Context: an optimization exercise on an open-source flow, tuned for a short achievable clock period and few clock cycles. The choices shown serve that exercise and are no tape-out recipe.
In this exercise RTL edits were held to simulation tests only and were not proved equivalent to the original.
Power is estimated from default activity; no workload was simulated.

== fjord ==
## cpu_core
module cpu_core(
    input logic clk,
    input logic reset_n,
    output logic[5:0] imem_reg,
    input logic[31:0] imem_data,
    output logic dmem_write,
    output logic[5:0] dmem_reg,
    output logic[31:0] dmem_write_data,
    input logic[31:0] dmem_read_data
);
Size: roughly 15000 cells after synthesis, ~110 I/O pins.
Settings: LEC_CHECK=0, ABC_CLOCK_PERIOD_IN_PS=2000, CAP_MARGIN=20, CELL_PAD_IN_SITES_DETAIL_PLACEMENT=1, CELL_PAD_IN_SITES_GLOBAL_PLACEMENT=2, CORE_MARGIN=2, CORE_UTILIZATION=22, PLACE_DENSITY=0.4, SETUP_SLACK_MARGIN=4.7, SLEW_MARGIN=20, TNS_END_PERCENT=100; clock period 7.2 ns.
run.sh (not shown) runs the stock make flow with config.mk's settings and CLKGATE_MAP_FILE= SYNTH_SCRIPT=/design/flow/synth_recipe.tcl, a recipe that flattens the netlist after the stock synthesis.
Testbench counts of fjord, summed over its fixed seeds: cycles 21,168.
Input changes introduced in lagoon (baseline for comparison: fjord):
--- a/flow/design.v
+++ b/flow/design.v
@@ -80,35 +80,24 @@
                     ppp[i] = ppp[i] & ppp[i - (1 << l)];
                 end
             end
         end
         add6 = pp ^ {gg[4:0], 1'b0};
     endfunction
-    function automatic logic pairable(input logic [4:0] ard, input logic [PW-1:0] ap,
-                                      input logic [31:0] wb, input logic [PW-1:0] bp);
-        logic dep1, dep2;
-        dep1 = ap[P_WR] && bp[P_USE1] && wb[19:15] == ard;
-        dep2 = ap[P_WR] && bp[P_USE2] && wb[24:20] == ard;
-        pairable = !(ap[P_MEM] && bp[P_MEM])
-                   && !(ap[P_BR] && bp[P_SW])
-                   && !(ap[P_WR] && bp[P_WR] && wb[11:7] == ard)
-                   && !((dep1 || dep2) && !(bp[P_CBR] && (ap[P_OP] || ap[P_OPI])));
-    endfunction
     logic [3:0]    fp;                   
     logic [3:0]    ia;                   
     logic [15:0]   iv;                   
     logic [31:0]   ic [16];              
     logic [PW-1:0] icp [16];             
     logic [15:0]   np_v, np_d;           
     logic [3:0]    np_t [16];            
     logic [3:0]    q_v;
     logic [31:0]   q_w [4];
     logic [PW-1:0] q_p [4];
     logic [3:0]    q_pc [4];
     logic [3:0]    q_pd;
-    logic [3:0]    q_pb;                 
     logic        last_ok, last_d;
     logic [3:0]  last_pc;
     logic        tf_v, tf_d;
     logic [3:0]  tf_pc, tf_t;
     logic        tm_v, tm_d;
     logic [3:0]  tm_pc, tm_t;
@@ -166,13 +155,17 @@
     assign b_rd = wb[11:7]; assign b_rs1 = wb[19:15]; assign b_rs2 = wb[24:20];
     assign a_immi = {{20{wa[31]}}, wa[31:20]};
     assign b_immi = {{20{wb[31]}}, wb[31:20]};
     assign b_dep1 = pa[P_WR] && pb[P_USE1] && b_rs1 == a_rd;
     assign b_dep2 = pa[P_WR] && pb[P_USE2] && b_rs2 == a_rd;
     assign issue = q_v[0];
-    assign pair  = q_v[1] && q_pb[1];
+    assign pair  = q_v[1]
+                   && !(pa[P_MEM] && pb[P_MEM])
+                   && !((pa[P_CBR] || (pa[P_JMP] && !q_pd[0])) && pb[P_SW])
+                   && !(pa[P_WR] && pb[P_WR] && a_rd == b_rd)
+                   && !((b_dep1 || b_dep2) && !(pb[P_CBR] && (pa[P_OP] || pa[P_OPI])));
     function automatic logic [31:0] rd_early(input logic [4:0] x, input logic [31:1] oh);
         logic [31:0] v;
         v = (x == 5'd0) ? 32'd0 : rf[x];
         if (x != 5'd0 && r_wr1 && r_rd1 == x)       rd_early = r_val1;
         else if (x != 5'd0 && r_wr0 && r_rd0 == x)  rd_early = r_val0;
         else                                        rd_early = v;
@@ -291,26 +284,12 @@
     assign g0  = f_hit ? ic[fp] : imem_data;
     assign g0p = f_hit ? icp[fp] : u_p;
     assign pd0 = f_hit ? pt_d0[fp] : u_jump;
     assign q1  = f_hit ? pt_q[fp] : (u_jump ? u_jt : fp1);
     assign g1    = ic[pt_q[fp]];
     assign g1p   = icp[pt_q[fp]];
-    logic [4:0]    lp_rd;
-    logic [PW-1:0] lp_p;
-    logic          g0pb, g1pb;
-    assign g0pb = pairable(lp_rd, lp_p, g0, g0p);
-    assign g1pb = pairable(g0[11:7], g0p, g1, g1p);
-    always_ff @(posedge clk) begin
-        if (push2) begin
-            lp_rd <= g1[11:7];
-            lp_p  <= g1p;
-        end else if (push) begin
-            lp_rd <= g0[11:7];
-            lp_p  <= g0p;
-        end
-    end
     assign g1_ok = f_hit && pt_qc[fp];
     assign pd1   = pt_d1[fp];
     assign q2    = pt_n[fp];
     assign push  = !redirect && !q_v[3];
     assign push2 = push && g1_ok;
     always_comb begin
@@ -363,34 +342,34 @@
     genvar k;
     generate
         for (k = 0; k < 4; k++) begin : g_queue
             logic [31:0]   s_w;
             logic [PW-1:0] s_p;
             logic [3:0]    s_pc;
-            logic          s_pd, s_pb;
+            logic          s_pd;
             always_comb begin
-                s_w = q_w[k]; s_p = q_p[k]; s_pc = q_pc[k]; s_pd = q_pd[k]; s_pb = q_pb[k];
+                s_w = q_w[k]; s_p = q_p[k]; s_pc = q_pc[k]; s_pd = q_pd[k];
                 if (issue && !pair) begin
                     if (k < 3) begin
                         s_w = q_w[(k + 1) % 4]; s_p = q_p[(k + 1) % 4];
-                        s_pc = q_pc[(k + 1) % 4]; s_pd = q_pd[(k + 1) % 4]; s_pb = q_pb[(k + 1) % 4];
+                        s_pc = q_pc[(k + 1) % 4]; s_pd = q_pd[(k + 1) % 4];
                     end
                 end else if (issue && pair) begin
                     if (k < 2) begin
                         s_w = q_w[(k + 2) % 4]; s_p = q_p[(k + 2) % 4];
-                        s_pc = q_pc[(k + 2) % 4]; s_pd = q_pd[(k + 2) % 4]; s_pb = q_pb[(k + 2) % 4];
+                        s_pc = q_pc[(k + 2) % 4]; s_pd = q_pd[(k + 2) % 4];
                     end
                 end
             end
             always_ff @(posedge clk) begin
                 if (s_v[k]) begin
-                    q_w[k] <= s_w; q_p[k] <= s_p; q_pc[k] <= s_pc; q_pd[k] <= s_pd; q_pb[k] <= s_pb;
+                    q_w[k] <= s_w; q_p[k] <= s_p; q_pc[k] <= s_pc; q_pd[k] <= s_pd;
                 end else if (free1[k]) begin
-                    q_w[k] <= g0; q_p[k] <= g0p; q_pc[k] <= fp; q_pd[k] <= pd0; q_pb[k] <= g0pb;
+                    q_w[k] <= g0; q_p[k] <= g0p; q_pc[k] <= fp; q_pd[k] <= pd0;
                 end else begin
-                    q_w[k] <= g1; q_p[k] <= g1p; q_pc[k] <= q1; q_pd[k] <= pd1; q_pb[k] <= g1pb;
+                    q_w[k] <= g1; q_p[k] <= g1p; q_pc[k] <= q1; q_pd[k] <= pd1;
                 end
             end
         end
     endgenerate
     logic        fill_j;
     assign fill_j = u_jump && !iv[ia];
[summary]
Compared with fjord, pin count of the biggest net entering global routing in lagoon increased by more than half.
Between lagoon and fjord, slack of the critical path is higher for lagoon, fjord comes in under that.
lagoon vs fjord, relative contribution of the clock network to total power went down by 0.2 points.
Layout multi-input combinational cell count in lagoon is about 3.3% lower than in fjord
Between lagoon and fjord, it is lagoon whose worst hold slack across all endpoints is lower, by 0.044 ns.
Compared with fjord, lagoon shows a higher post-route clock skew.
Total half-perimeter wirelength after legalization and detailed placement delta (lagoon -> fjord): insignificant
Measured against each other, lagoon and fjord differ in weighted congestion reported at the end of routability-driven placement, the lower figure coming from fjord.
Any difference in flop-to-flop setup slack between lagoon and fjord is small enough to ignore.
lagoon: number of ordinary and repair buffers in the finished layout 99 below fjord
| global-route met3 utilization | lower: fjord |
Between lagoon and fjord, it is lagoon whose number of well-tap cells placed is lower, by 31.
Testbench counts of lagoon, summed over its fixed seeds: cycles 21,151.

The RTL this note starts from:
==> flow/design.v <==
module cpu_core(
    input logic clk,
    input logic reset_n,
    output logic[5:0] imem_reg,
    input logic[31:0] imem_data,
    output logic dmem_write,
    output logic[5:0] dmem_reg,
    output logic[31:0] dmem_write_data,
    input logic[31:0] dmem_read_data
);
    logic [3:0]  pc_f;                  
    logic [15:0] np_v, np_dir;          
    logic [3:0]  np_tgt [16];           
    logic        prev_ok, prev_dir;     
    logic [3:0]  prev_pc;               
    logic        d_valid, d_pdir;
    logic [31:0] d_ir;
    logic [3:0]  d_pc;
    logic        e_valid, e_pdir, e_br, e_lw, e_sub, e_wr;
    logic        t_misp, t_eq;            
    logic [3:0]  t_pc, t_alt;
    logic [31:0] e_a, e_b;
    logic [4:0]  e_rd;
    logic [3:0]  e_pc, e_alt;
    logic        r_wr;
    logic [4:0]  r_rd;
    logic [31:0] r_val;
    logic [31:0] rf [1:31];
    logic        mem_we;
    logic [5:0]  mem_addr;
    logic [31:0] mem_wdata;
    logic        f_jump, f_npv, f_pdir;
    logic [3:0]  f_jtgt, f_next;
    assign imem_reg = {pc_f, 2'b00};
    assign f_jump = imem_data[6:0] == 7'b1100011 && imem_data[19:15] == imem_data[24:20];
    assign f_jtgt = pc_f + {imem_data[25], imem_data[11:9]};
    assign f_npv  = np_v[pc_f];
    assign f_pdir = f_npv ? np_dir[pc_f] : f_jump;
    assign f_next = f_npv ? np_tgt[pc_f] : (f_jump ? f_jtgt : pc_f + 4'd1);
    logic [6:0]  d_op;
    logic [4:0]  d_rd, d_rs1, d_rs2;
    logic        d_is_op, d_is_opimm, d_is_lw, d_is_sw, d_is_br, d_wr, d_sub;
    logic [31:0] d_rf1, d_rf2, d_v1, d_v2, d_imm_i;
    logic        d_h1, d_h2;
    logic [5:0]  d_base, d_off;
    logic [3:0]  d_btgt;
    assign d_op  = d_ir[6:0];
    assign d_rd  = d_ir[11:7];
    assign d_rs1 = d_ir[19:15];
    assign d_rs2 = d_ir[24:20];
    assign d_is_op    = d_op == 7'b0110011;
    assign d_is_opimm = d_op == 7'b0010011;
    assign d_is_lw    = d_op == 7'b0000011 && d_ir[14:12] == 3'b010;
    assign d_is_sw    = d_op == 7'b0100011 && d_ir[14:12] == 3'b010;
    assign d_is_br    = d_op == 7'b1100011;
    assign d_wr       = (d_is_op || d_is_opimm || d_is_lw) && d_rd != 5'd0;
    assign d_sub      = d_is_op && d_ir[31:25] == 7'b0100000;
    assign d_imm_i    = {{20{d_ir[31]}}, d_ir[31:20]};
    assign d_rf1 = d_rs1 == 5'd0 ? 32'd0 : rf[d_rs1];
    assign d_rf2 = d_rs2 == 5'd0 ? 32'd0 : rf[d_rs2];
    assign d_v1 = (r_wr && r_rd == d_rs1) ? r_val : d_rf1;
    assign d_v2 = (r_wr && r_rd == d_rs2) ? r_val : d_rf2;
    assign d_h1 = e_valid && e_wr && e_rd == d_rs1;
    assign d_h2 = e_valid && e_wr && e_rd == d_rs2;
    assign d_btgt = d_pc + {d_ir[25], d_ir[11:9]};
    logic [31:0] e_sum, e_res, d_opa, d_opb;
    logic        e_eq, e_misp;
    assign e_sum  = e_a + e_b + {31'd0, e_sub};
    assign e_eq   = e_a == e_b;
    assign e_res  = e_lw ? dmem_read_data : e_sum;
    assign e_misp = e_valid && e_br && (e_eq != e_pdir);
    assign d_base = d_h1 ? e_res[5:0] : d_v1[5:0];
    assign d_opa  = d_h1 ? e_res : d_v1;
    assign d_opb  = d_is_opimm ? d_imm_i : (d_h2 ? e_res : d_v2);
    assign d_off  = d_is_sw ? {d_ir[25], d_ir[11:7]} : d_ir[25:20];
    assign dmem_write      = mem_we;
    assign dmem_reg        = mem_addr;
    assign dmem_write_data = mem_wdata;
    always_ff @(posedge clk, negedge reset_n) begin
        if (!reset_n) begin
            pc_f    <= 4'd0;
            np_v    <= 16'd0;
            t_misp  <= 1'b0;
            prev_ok <= 1'b0;
            d_valid <= 1'b0;
            e_valid <= 1'b0;
            r_wr    <= 1'b0;
            mem_we  <= 1'b0;
        end else begin
            if (e_misp) begin
                pc_f     <= e_alt;
                prev_pc  <= e_pc;
                prev_dir <= e_eq;
            end else begin
                pc_f     <= f_next;
                prev_pc  <= pc_f;
                prev_dir <= f_pdir;
            end
            prev_ok <= 1'b1;
            d_valid <= !e_misp;
            e_valid <= d_valid && !e_misp;
            mem_we  <= d_valid && !e_misp && d_is_sw;
            r_wr    <= e_valid && e_wr;
            if (f_jump) begin
                np_v[pc_f] <= 1'b1;
                if (prev_ok)
                    np_v[prev_pc] <= 1'b1;
            end
            t_misp <= e_misp;
            if (t_misp)
                np_v[t_pc] <= 1'b1;
        end
    end
    always_ff @(posedge clk) begin
        if (f_jump) begin
            np_dir[pc_f] <= 1'b1;
            np_tgt[pc_f] <= f_jtgt;
            if (prev_ok) begin
                np_dir[prev_pc] <= prev_dir;
                np_tgt[prev_pc] <= f_jtgt;
            end
        end
        t_pc  <= e_pc;
        t_eq  <= e_eq;
        t_alt <= e_alt;
        if (t_misp) begin
            np_dir[t_pc] <= t_eq;
            np_tgt[t_pc] <= t_alt;
        end
        d_ir  <= imem_data;
        d_pc  <= pc_f;
        d_pdir <= f_pdir;
        e_a   <= d_opa;
        e_b   <= d_sub ? ~d_opb : d_opb;
        e_sub <= d_sub;
        e_br  <= d_is_br;
        e_lw  <= d_is_lw;
        e_wr  <= d_wr;
        e_rd  <= d_rd;
        e_pc  <= d_pc;
        e_pdir <= d_pdir;
        e_alt <= d_pdir ? d_pc + 4'd1 : d_btgt;
        mem_addr  <= d_base + d_off;
        mem_wdata <= d_h2 ? e_res : d_v2;
        r_rd  <= e_rd;
        r_val <= e_res;
        if (r_wr)
            rf[r_rd] <= r_val;
    end
endmodule
==> flow/config.mk <==
export PLATFORM = sky130hd
export DESIGN_NAME = cpu_core
export DESIGN_NICKNAME = cpu_core
export VERILOG_FILES = /design/flow/design.v
export SDC_FILE = /design/flow/constraint.sdc
export NUM_CORES = 4
export LEC_CHECK = 0
export ABC_CLOCK_PERIOD_IN_PS = 2000
export CAP_MARGIN = 20
export CORE_MARGIN = 2
export CORE_UTILIZATION = 40
export SETUP_SLACK_MARGIN = 4.7
export SLEW_MARGIN = 20
export TNS_END_PERCENT = 100
==> flow/constraint.sdc <==
create_clock -name core_clock -period 7.2 [get_ports {clk}]
set_input_delay 1.4400 -clock core_clock [delete_from_list [all_inputs] [get_ports {clk}]]
set_output_delay 1.4400 -clock core_clock [all_outputs]
set_load 0.01 [all_outputs]
Testbench counts at the start, summed over its fixed seeds: cycles 29,863.
Edit:
--- a/flow/design.v
+++ b/flow/design.v
@@ -14,13 +14,11 @@
     logic        prev_ok, prev_dir;     
     logic [3:0]  prev_pc;               
     logic        d_valid, d_pdir;
     logic [31:0] d_ir;
     logic [3:0]  d_pc;
-    logic        e_valid, e_pdir, e_br, e_lw, e_sub, e_wr;
-    logic        t_misp, t_eq;            
-    logic [3:0]  t_pc, t_alt;
+    logic        e_valid, e_pdir, e_br, e_lw, e_sub, e_wr, e_fa, e_fb;
     logic [31:0] e_a, e_b;
     logic [4:0]  e_rd;
     logic [3:0]  e_pc, e_alt;
     logic        r_wr;
     logic [4:0]  r_rd;
@@ -61,28 +59,27 @@
     assign d_v1 = (r_wr && r_rd == d_rs1) ? r_val : d_rf1;
     assign d_v2 = (r_wr && r_rd == d_rs2) ? r_val : d_rf2;
     assign d_h1 = e_valid && e_wr && e_rd == d_rs1;
     assign d_h2 = e_valid && e_wr && e_rd == d_rs2;
     assign d_btgt = d_pc + {d_ir[25], d_ir[11:9]};
-    logic [31:0] e_sum, e_res, d_opa, d_opb;
+    logic [31:0] e_opa, e_opb, e_sum, e_res;
     logic        e_eq, e_misp;
-    assign e_sum  = e_a + e_b + {31'd0, e_sub};
-    assign e_eq   = e_a == e_b;
+    assign e_opa  = e_fa ? r_val : e_a;
+    assign e_opb  = e_fb ? r_val : e_b;
+    assign e_sum  = e_opa + (e_sub ? ~e_opb : e_opb) + {31'd0, e_sub};
+    assign e_eq   = e_opa == e_opb;
     assign e_res  = e_lw ? dmem_read_data : e_sum;
     assign e_misp = e_valid && e_br && (e_eq != e_pdir);
     assign d_base = d_h1 ? e_res[5:0] : d_v1[5:0];
-    assign d_opa  = d_h1 ? e_res : d_v1;
-    assign d_opb  = d_is_opimm ? d_imm_i : (d_h2 ? e_res : d_v2);
     assign d_off  = d_is_sw ? {d_ir[25], d_ir[11:7]} : d_ir[25:20];
     assign dmem_write      = mem_we;
     assign dmem_reg        = mem_addr;
     assign dmem_write_data = mem_wdata;
     always_ff @(posedge clk, negedge reset_n) begin
         if (!reset_n) begin
             pc_f    <= 4'd0;
             np_v    <= 16'd0;
-            t_misp  <= 1'b0;
             prev_ok <= 1'b0;
             d_valid <= 1'b0;
             e_valid <= 1'b0;
             r_wr    <= 1'b0;
             mem_we  <= 1'b0;
@@ -104,13 +101,12 @@
             if (f_jump) begin
                 np_v[pc_f] <= 1'b1;
                 if (prev_ok)
                     np_v[prev_pc] <= 1'b1;
             end
-            t_misp <= e_misp;
-            if (t_misp)
-                np_v[t_pc] <= 1'b1;
+            if (e_misp)
+                np_v[e_pc] <= 1'b1;
         end
     end
     always_ff @(posedge clk) begin
         if (f_jump) begin
             np_dir[pc_f] <= 1'b1;
@@ -118,22 +114,21 @@
             if (prev_ok) begin
                 np_dir[prev_pc] <= prev_dir;
                 np_tgt[prev_pc] <= f_jtgt;
             end
         end
-        t_pc  <= e_pc;
-        t_eq  <= e_eq;
-        t_alt <= e_alt;
-        if (t_misp) begin
-            np_dir[t_pc] <= t_eq;
-            np_tgt[t_pc] <= t_alt;
+        if (e_misp) begin
+            np_dir[e_pc] <= e_eq;
+            np_tgt[e_pc] <= e_alt;
         end
         d_ir  <= imem_data;
         d_pc  <= pc_f;
         d_pdir <= f_pdir;
-        e_a   <= d_opa;
-        e_b   <= d_sub ? ~d_opb : d_opb;
+        e_a   <= d_v1;
+        e_b   <= d_is_opimm ? d_imm_i : d_v2;
+        e_fa  <= d_h1;
+        e_fb  <= d_h2 && !d_is_opimm;
         e_sub <= d_sub;
         e_br  <= d_is_br;
         e_lw  <= d_is_lw;
         e_wr  <= d_wr;
         e_rd  <= d_rd;
What happened: The changed run ran to the end with no violations; worst hold slack improved by 0.021 ns; routed wire length is about the same; power rises by 0.68%; global-route usage falls by 0.27 points; clock power rises by about 1%; sequential power rises by about 4%; via count falls by 2.4%; synthesized area rises by 1.5%; setup slack improved by 0.069 ns; sequential share of layout area falls by 0.34 points; final area rises by 0.56%; cell count falls by 2.0%; die area rises by 1.5%.
Testbench counts after the change, summed over its fixed seeds: cycles 29,863.

re-timing with driven ports:
Ports are ideal in the flow. The routed layouts listed here were re-timed in OpenROAD.
Step 1 (the two cells are an assumption about what drives the block):
set clk [get_ports {clk}]
set_driving_cell -lib_cell sky130_fd_sc_hd__clkbuf_16 $clk
set_driving_cell -lib_cell sky130_fd_sc_hd__buf_2 [delete_from_list [all_inputs] $clk]
Step 2 adds t to the input delays and takes it off the output delays; t is the mean of the earliest and latest rising clock arrival at the registers after step 1. Input paths then give back, and output paths get back, about the clock's delay inside the block.
Three values: ideal, step 1, step 2; two values: the first two.
run	t (ns)	setup WS [ns]	clock arrival spread, ns	worst slew at a driven data input, ns
fjord	1.169	2.727 / 2.727 / 2.220	0.093 / 0.093	0.25
lagoon	1.151	2.734 / 2.734 / 2.171	0.092 / 0.091	0.16
the first run of note 2	0.865	3.687 / 3.687 / 3.262	0.053 / 0.053	0.13
the second run of note 2	0.869	3.756 / 3.756 / 3.331	0.038 / 0.038	0.10
After both steps every run listed still meets setup and hold. The setup slack of lagoon, which loses most, moves by 0.000 ns with the drivers and by -0.563 ns with both steps.
